Background: an optimization exercise with open tools, aiming at small area and a short achievable clock period. Do not read the settings as production practice.
Where RTL was checked, it was by simulation tests only, not by an equivalence proof against the original.
Power figures rest on the tool's default switching activity, not on a simulated workload.

==> wip/cedar <==
==> flow/design.v (excerpt) <==
module pipelined_boothe_multiplier #(
    parameter WIDTH = 32
) (
    input clk,
    input reset,
    input en,
    input [WIDTH - 1: 0] md,
    input [WIDTH - 1: 0] mr,
    output [(2 * WIDTH) - 1: 0] s_result
);
Settings: LEC_CHECK=0, CAP_MARGIN=20, CORE_MARGIN=2, CORE_UTILIZATION=58, CTS_CLUSTER_DIAMETER=100, CTS_CLUSTER_SIZE=30, PLACE_DENSITY=0.7, SETUP_SLACK_MARGIN=2.85, SLEW_MARGIN=20, SYNTH_HIERARCHICAL=1, SYNTH_MINIMUM_KEEP_SIZE=0; clock period 5.0 ns.
run.sh (not shown) runs the stock make flow with config.mk's settings and CLKGATE_MAP_FILE= SYNTH_SCRIPT=/design/flow/synth_recipe.tcl, a recipe that flattens the netlist after the stock synthesis.
==> inputs of wip/nickel, as changes to wip/cedar <==
Settings changed: CORE_UTILIZATION 58 to 60, TNS_END_PERCENT set to 80.
==> inputs of wip/amber, as changes to wip/cedar <==
Settings changed: CORE_UTILIZATION 58 to 62, PLACE_DENSITY 0.7 to 0.72, TNS_END_PERCENT set to 60.
==> summary.md <==
| Metric | Value |
|---|---|
| CP arrival | between 1000 and 1500 ps |
| GRT met2 Usage | 31.6% |
| Setup ws final | roughly 2800 ps |
| Fin area | ~0.081 mm^2 |
| Die H | 360 um |
| Slowest CP cell | dfxtp_2 |
| Setup CP Type | reg -> out |
| Die width | between 300 and 400 um |
| Crit path depth | 1 |
| Worst-path fanout max | 1 |
| Slew HR | a little under three fifths |
| Status | complete, no violations |
| Non-clock buffer count | between 150 and 200 |
| First-pass GRT wire length | roughly 190 mm |
| Met3 Use GR | under 10% |
| Overall power | roughly 57 mW |
| Clk_skew | around 40 ps |
# the run above: wip/cedar

==> summary.md <==
| Metric | Value |
|---|---|
| Sequential group power | approximately 31 mW |
| Slew HR | ~54% |
| Fin area | around 0.08 mm^2 |
| Ant. Diodes | 0 |
| Slowest CP cell | nor2b_4 |
| Commonest non-fill, non-tap cell in the layout | dfxtp_1 |
| Die H | about 350 um |
| Overall power | around 57 mW |
| Die width | 348 um |
| Status | complete, no violations |
| Register area | 0.0473 mm^2 |
| Clk_skew | around 56 ps |
| Worst path bufs/invs | 0 |
| CP arrival | ~2800 ps |
| Met3 Use GR | under 10% |
| Crit path depth | 6 |
| Setup CP Type | reg -> reg |
| Worst-path fanout max | 32 |
| Non-clock buffer count | approximately 180 |
| First-pass GRT wire length | around 200 mm |
| GRT met2 Usage | 36.3% |
| Setup ws final | between 2000 and 3000 ps |
# the run above: wip/amber

==> summary.md <==
| Metric | Value |
|---|---|
| Overall power | roughly 57 mW |
| Clock-cell share of area | roughly 3.1% |
| P_sw | approximately 18 mW |
| Synth unique cells | 43 |
| Slowest CP cell | dfxtp_2 |
| Initial antenna violation count | 2 |
| Crit path depth | 1 |
| Worst-path fanout max | 1 |
| Met3 Use GR | 2.32% |
| Worst hold path depth | 0 |
| Final ANT Viol Nets | 0 |
| Die width | roughly 350 um |
| Setup CP Type | reg -> out |
| GRT met2 Usage | 33.3% |
| CP arrival | around 1300 ps |
| Slew HR | 51.0% |
| Status | complete, no violations |
| Fin area | around 0.081 mm^2 |
| Post-synthesis xor/xnor area fraction | roughly 18% |
# the run above: wip/nickel

No run of this note included a check of the RTL's function; only the layout flow was run.

==> branch tundra <==
Starting RTL as in the previous note.
export LEC_CHECK = 0
export CAP_MARGIN = 20
export CORE_MARGIN = 2
export CORE_UTILIZATION = 60
export CTS_CLUSTER_DIAMETER = 100
export CTS_CLUSTER_SIZE = 30
export PLACE_DENSITY = 0.7
export SETUP_SLACK_MARGIN = 2.85
export SLEW_MARGIN = 20
export SYNTH_HIERARCHICAL = 1
export SYNTH_MINIMUM_KEEP_SIZE = 0
export TNS_END_PERCENT = 60
create_clock -name core_clock -period 5.0 [get_ports {clk}]
==> branch amber (differences from branch tundra) <==
Settings changed: PLACE_DENSITY 0.7 to 0.65, TNS_END_PERCENT 60 to default.
==> branch raven (differences from branch tundra) <==
Settings changed: TNS_END_PERCENT 60 to default.
==> branch cedar (differences from branch tundra) <==
Settings changed: CORE_UTILIZATION 60 to 58, SETUP_SLACK_MARGIN 2.85 to 2.87.
==> run summary <==
Branch cedar produced a clean layout. Branch tundra finished with timing, DRC and antenna clean. Branch amber completed with no timing, DRC or antenna violations. Branch raven went through all stages and came out clean.
Synthesized cell count is the same in branch tundra and branch cedar.
Utilization, lowest first: branch cedar, branch tundra, branch raven, branch amber.
Total power: branch amber is larger than branch cedar (0.63%).
In clock power, branch tundra and branch raven hardly differ.
Sequential power is about the same in branch tundra and branch raven.
The highest hold slack belongs to branch raven, the lowest to branch amber.
Non-clock buffer count: branch cedar < branch tundra < branch amber < branch raven.
In clock-buffer cell count, branch tundra and branch amber do not differ.
In sequential share of layout area, branch raven and branch amber hardly differ.
Against branch tundra, the global-route usage of branch amber is lower by 0.084 points.
Function was not checked in any run of this note: the RTL went through the layout flow alone.

==> inputs of run a <==
Another version of the RTL of pipelined_boothe_multiplier (not shown whole).
clock: 5.0 ns
lec_check: 0
cap_margin: 20
core_margin: 2
core_utilization: 60
cts_cluster_diameter: 100
cts_cluster_size: 30
place_density: 0.7
setup_slack_margin: 2.85
slew_margin: 20
synth_hierarchical: 1
synth_minimum_keep_size: 0
tns_end_percent: 30
==> run b (differences from run a) <==
- CORE_UTILIZATION: 60 -> 65
- PLACE_DENSITY: 0.7 -> 0.75
- SETUP_SLACK_MARGIN: 2.85 -> 2.88
- TNS_END_PERCENT: 30 -> default
==> run c (differences from run a) <==
- CTS_BUF_LIST: default -> sky130_fd_sc_hd__clkbuf_16 sky130_fd_sc_hd__clkbuf_4
- TNS_END_PERCENT: 30 -> 60
==> comparison table <==
quantity	run c	run b	run a
Status	timing/DRC/antenna clean	timing/DRC/antenna clean	timing/DRC/antenna clean
Number of search-and-repair iterations in the first detailed-routing pass	8	5	5
Crit path time final	2.149 ns	2.166 ns	2.163 ns
Count of plain and timing-repair buffers	135	155	135
Met2 routing resource usage after global routing	0.3323	0.3929	0.3307
Post-CTS sizing	380	415	347
Max Fclk	465.3 MHz	461.8 MHz	462.2 MHz
Tapcells inserted	1,637	1,512	1,637
Library cell contributing the largest single delay on the critical path	dfxtp_1	dfxtp_2	dfxtp_2
Reported sequential group power	30.5 mW	31.1 mW	30.5 mW
Static leakage	33.27 nW	33.41 nW	33.25 nW
Clock latency of the later-clocked register in the worst-skew pair	0.71 ns	0.71 ns	0.72 ns
Wirelength per Cell	15.72 µm	17.53 µm	15.69 µm

==> willow: inputs <==
pipelined_boothe_multiplier again, from the RTL that the note above started with.
Design pipelined_boothe_multiplier, start of the top module:
module pipelined_boothe_multiplier #(
    parameter WIDTH = 32
) (
    input clk,
    input reset,
    input en,
    input [WIDTH - 1: 0] md,
    input [WIDTH - 1: 0] mr,
    output [(2 * WIDTH) - 1: 0] s_result
);
export LEC_CHECK = 0
export CAP_MARGIN = 20
export CORE_MARGIN = 2
export CORE_UTILIZATION = 60
export CTS_CLUSTER_DIAMETER = 100
export CTS_CLUSTER_SIZE = 34
export PLACE_DENSITY = 0.7
export SETUP_SLACK_MARGIN = 2.82
export SLEW_MARGIN = 20
export SYNTH_HIERARCHICAL = 1
export SYNTH_MINIMUM_KEEP_SIZE = 0
create_clock -name core_clock -period 5.0 [get_ports {clk}]
==> delta: changes against willow <==
CTS_CLUSTER_SIZE = 30   (was 34)
SETUP_SLACK_MARGIN = 2.85   (was 2.82)
==> pepper: changes against willow <==
CTS_CLUSTER_SIZE = 30   (was 34)
SETUP_SLACK_MARGIN = 2.8   (was 2.82)
==> flow_metrics.py <==
metrics = {
    "outcome": {
        "status": "timing/DRC/antenna clean",
    },
    "routing": {
        "firstDrtPassIters": 5,
        "wl_per_cell_um": 15.7,
    },
    "global_route": {
        "track_usage_pct": 18.8,
    },
    "timing": {
        "max-slew-margin-rel_pct": 51.8,
    },
    "critical_path": {
        "r2r_start": "s1[9]",
        "path_cells": "buf_2",
    },
    "cells_and_area": {
        "multi_input_area_share_pct": 34.4,
    },
}
The numbers above come from pepper.

==> flow_metrics.py <==
metrics = {
    "routing": {
        "firstDrtPassIters": 5,
    },
    "outcome": {
        "status": "timing/DRC/antenna clean",
    },
    "global_route": {
        "track_usage_pct": 18.6,
    },
    "cells_and_area": {
        "multi_input_area_share_pct": 34.6,
    },
}
The numbers above come from delta.

==> flow_metrics.py <==
metrics = {
    "routing": {
        "wl_per_cell_um": 15.7,
        "firstDrtPassIters": 7,
    },
    "power_and_ir_drop": {
        "p_comb_uw": 21200,
    },
    "outcome": {
        "status": "timing/DRC/antenna clean",
    },
    "critical_path": {
        "path_cells": "buf_6",
    },
    "timing": {
        "max-slew-margin-rel_pct": 51.5,
    },
    "cells_and_area": {
        "multi_input_area_share_pct": 34.6,
    },
    "global_route": {
        "track_usage_pct": 18.7,
    },
}
The numbers above come from willow.


==> 11-01: inputs <==
pipelined_boothe_multiplier again, from the RTL that the note above started with.
==> flow/config.mk <==
export PLATFORM = sky130hd
export DESIGN_NAME = pipelined_boothe_multiplier
export DESIGN_NICKNAME = pipelined_boothe_multiplier
export VERILOG_FILES = /design/flow/design.v
export SDC_FILE = /design/flow/constraint.sdc
export NUM_CORES = 4
export LEC_CHECK = 0
export CAP_MARGIN = 20
export CORE_MARGIN = 2
export CORE_UTILIZATION = 60
export CTS_CLUSTER_DIAMETER = 100
export CTS_CLUSTER_SIZE = 34
export PLACE_DENSITY = 0.7
export SETUP_SLACK_MARGIN = 2.85
export SLEW_MARGIN = 20
export SYNTH_HIERARCHICAL = 1
export SYNTH_MINIMUM_KEEP_SIZE = 0
export TNS_END_PERCENT = 60
==> flow/constraint.sdc <==
create_clock -name core_clock -period 5.0 [get_ports {clk}]
set_input_delay 1.0000 -clock core_clock [delete_from_list [all_inputs] [get_ports {clk}]]
set_output_delay 1.0000 -clock core_clock [all_outputs]
set_load 0.01 [all_outputs]
==> 10-10 (differences from 11-01) <==
CTS_CLUSTER_SIZE = 30   (was 34)
SETUP_SLACK_MARGIN = 2.88   (was 2.85)
TNS_END_PERCENT = default   (was 60)
==> run summary <==
* Fin util at 0.6574
* Net Switching at 19.62 mW
* Hold Path Origin: s9[42]
* Crit path from: s32[13]
* Layout cell share with drive strength beyond 1 at 0.1629
* Pint at 40.30 mW
* All-Layer GR Usage at 0.1866
* Run status: complete, no violations
* Multi-input gate share of total cell area at 0.3462
the above is filed under 11-01

==> run summary <==
* Hold Path Origin: s1[80]
* All-Layer GR Usage at 0.1878
* Run status: complete, no violations
* Crit path from: s3[132]
* Layout cell share with drive strength beyond 1 at 0.1926
* Pint at 41.20 mW
* Net Switching at 20.11 mW
the above is filed under 10-10


==> inputs of wip/maple <==
pipelined_boothe_multiplier again, from the RTL that the note above started with.
export LEC_CHECK = 0
export CAP_MARGIN = 20
export CORE_MARGIN = 2
export CORE_UTILIZATION = 60
export CTS_CLUSTER_DIAMETER = 100
export CTS_CLUSTER_SIZE = 30
export PLACE_DENSITY = 0.7
export SETUP_SLACK_MARGIN = 2.85
export SLEW_MARGIN = 20
export SYNTH_HIERARCHICAL = 1
export SYNTH_MINIMUM_KEEP_SIZE = 0
export TNS_END_PERCENT = 60
create_clock -name core_clock -period 5.0 [get_ports {clk}]
==> wip/violet: changes against wip/maple <==
--- a/flow/config.mk
+++ b/flow/config.mk
@@ -10,4 +10,5 @@
 export CORE_UTILIZATION = 60
+export CTS_BUF_LIST = sky130_fd_sc_hd__clkbuf_16 sky130_fd_sc_hd__clkbuf_8
 export CTS_CLUSTER_DIAMETER = 100
-export CTS_CLUSTER_SIZE = 30
+export CTS_CLUSTER_SIZE = 24
 export PLACE_DENSITY = 0.7
==> wip/fjord: changes against wip/maple <==
--- a/flow/config.mk
+++ b/flow/config.mk
@@ -13,3 +13,3 @@
 export PLACE_DENSITY = 0.7
-export SETUP_SLACK_MARGIN = 2.85
+export SETUP_SLACK_MARGIN = 2.87
 export SLEW_MARGIN = 20
==> impl_results.md <==
* Filler Cell Count at 9213
* CP cell instances: buf_6
* Power Total at 61.1 mW
* Signal buf overhead at 0.0133
* Status: complete, no violations
* Peak VDD IR at 0.403 mV
* Combinational Power Share at 0.347
* Most frequent cells in the layout: dfxtp_1 (2155), xor2_1 (1287), maj3_2 (431)
the above is filed under wip/violet

==> impl_results.md <==
* CP cell instances: buf_2
* Signal buf overhead at 0.0158
* Peak VDD IR at 0.359 mV
* Status: complete, no violations
* Most frequent cells in the layout: dfxtp_1 (2146), xor2_1 (1274), maj3_2 (431)
* Filler Cell Count at 9307
the above is filed under wip/fjord

==> impl_results.md <==
* Status: complete, no violations
* Combinational Power Share at 0.351
* Signal buf overhead at 0.0134
* Peak VDD IR at 0.341 mV
the above is filed under wip/maple

## what the ideal ports hide
Ports are ideal in the flow. The routed layouts listed here were re-timed in OpenROAD. Step 1: set_driving_cell puts a clkbuf_16 on clk and a buf_2 on each other input, an assumption about the parent block. Step 2 moves the port delays by t, midway between the first and last clock arrival at a register: inputs arrive t later, outputs are due t later. That takes back most of the time a late clock gives input paths. Slacks: ideal / step 1 / step 2; pairs: ideal / step 1.
| run | t (ns) | setup WS [ns] | worst setup path after step 2 | slew at the worst register clock pin (ns) |
|---|---|---|---|---|
| wip/cedar | 0.792 | 2.814 / 2.735 / 2.456 | input to register | 0.11 / 0.11 |
| wip/nickel | 0.796 | 2.722 / 2.641 / 2.360 | input to register | 0.11 / 0.11 |
| wip/amber | 0.774 | 2.843 / 2.783 / 2.342 | input to register | 0.11 / 0.11 |
| branch tundra | 0.795 | 2.722 / 2.641 / 2.357 | input to register | 0.11 / 0.11 |
| branch amber | 0.799 | 2.828 / 2.758 / 2.151 | input to register | 0.11 / 0.11 |
| branch raven | 0.798 | 2.722 / 2.640 / 2.356 | input to register | 0.11 / 0.11 |
| branch cedar | 0.790 | 2.840 / 2.765 / 2.381 | input to register | 0.11 / 0.11 |
| run a | 0.768 | 2.837 / 2.779 / 2.554 | input to register | 0.11 / 0.11 |
| run b | 0.772 | 2.834 / 2.763 / 2.328 | input to register | 0.12 / 0.12 |
| run c | 0.766 | 2.851 / 2.780 / 2.499 | input to register | 0.11 / 0.11 |
| willow | 0.756 | 2.861 / 2.791 / 2.408 | input to register | 0.12 / 0.12 |
| delta | 0.773 | 2.853 / 2.785 / 2.350 | input to register | 0.11 / 0.11 |
| pepper | 0.766 | 2.851 / 2.780 / 2.504 | input to register | 0.11 / 0.11 |
| 11-01 | 0.755 | 2.863 / 2.793 / 2.542 | input to register | 0.12 / 0.12 |
| 10-10 | 0.793 | 2.825 / 2.772 / 2.355 | input to register | 0.11 / 0.11 |
| wip/maple | 0.766 | 2.851 / 2.780 / 2.499 | input to register | 0.11 / 0.11 |
| wip/violet | 0.780 | 2.823 / 2.754 / 2.517 | input to register | 0.09 / 0.09 |
| wip/fjord | 0.781 | 2.836 / 2.765 / 2.377 | input to register | 0.11 / 0.11 |
After both steps every run listed still meets setup and hold. The setup slack of branch amber, which loses most, moves by -0.070 ns with the drivers and by -0.677 ns with both steps.
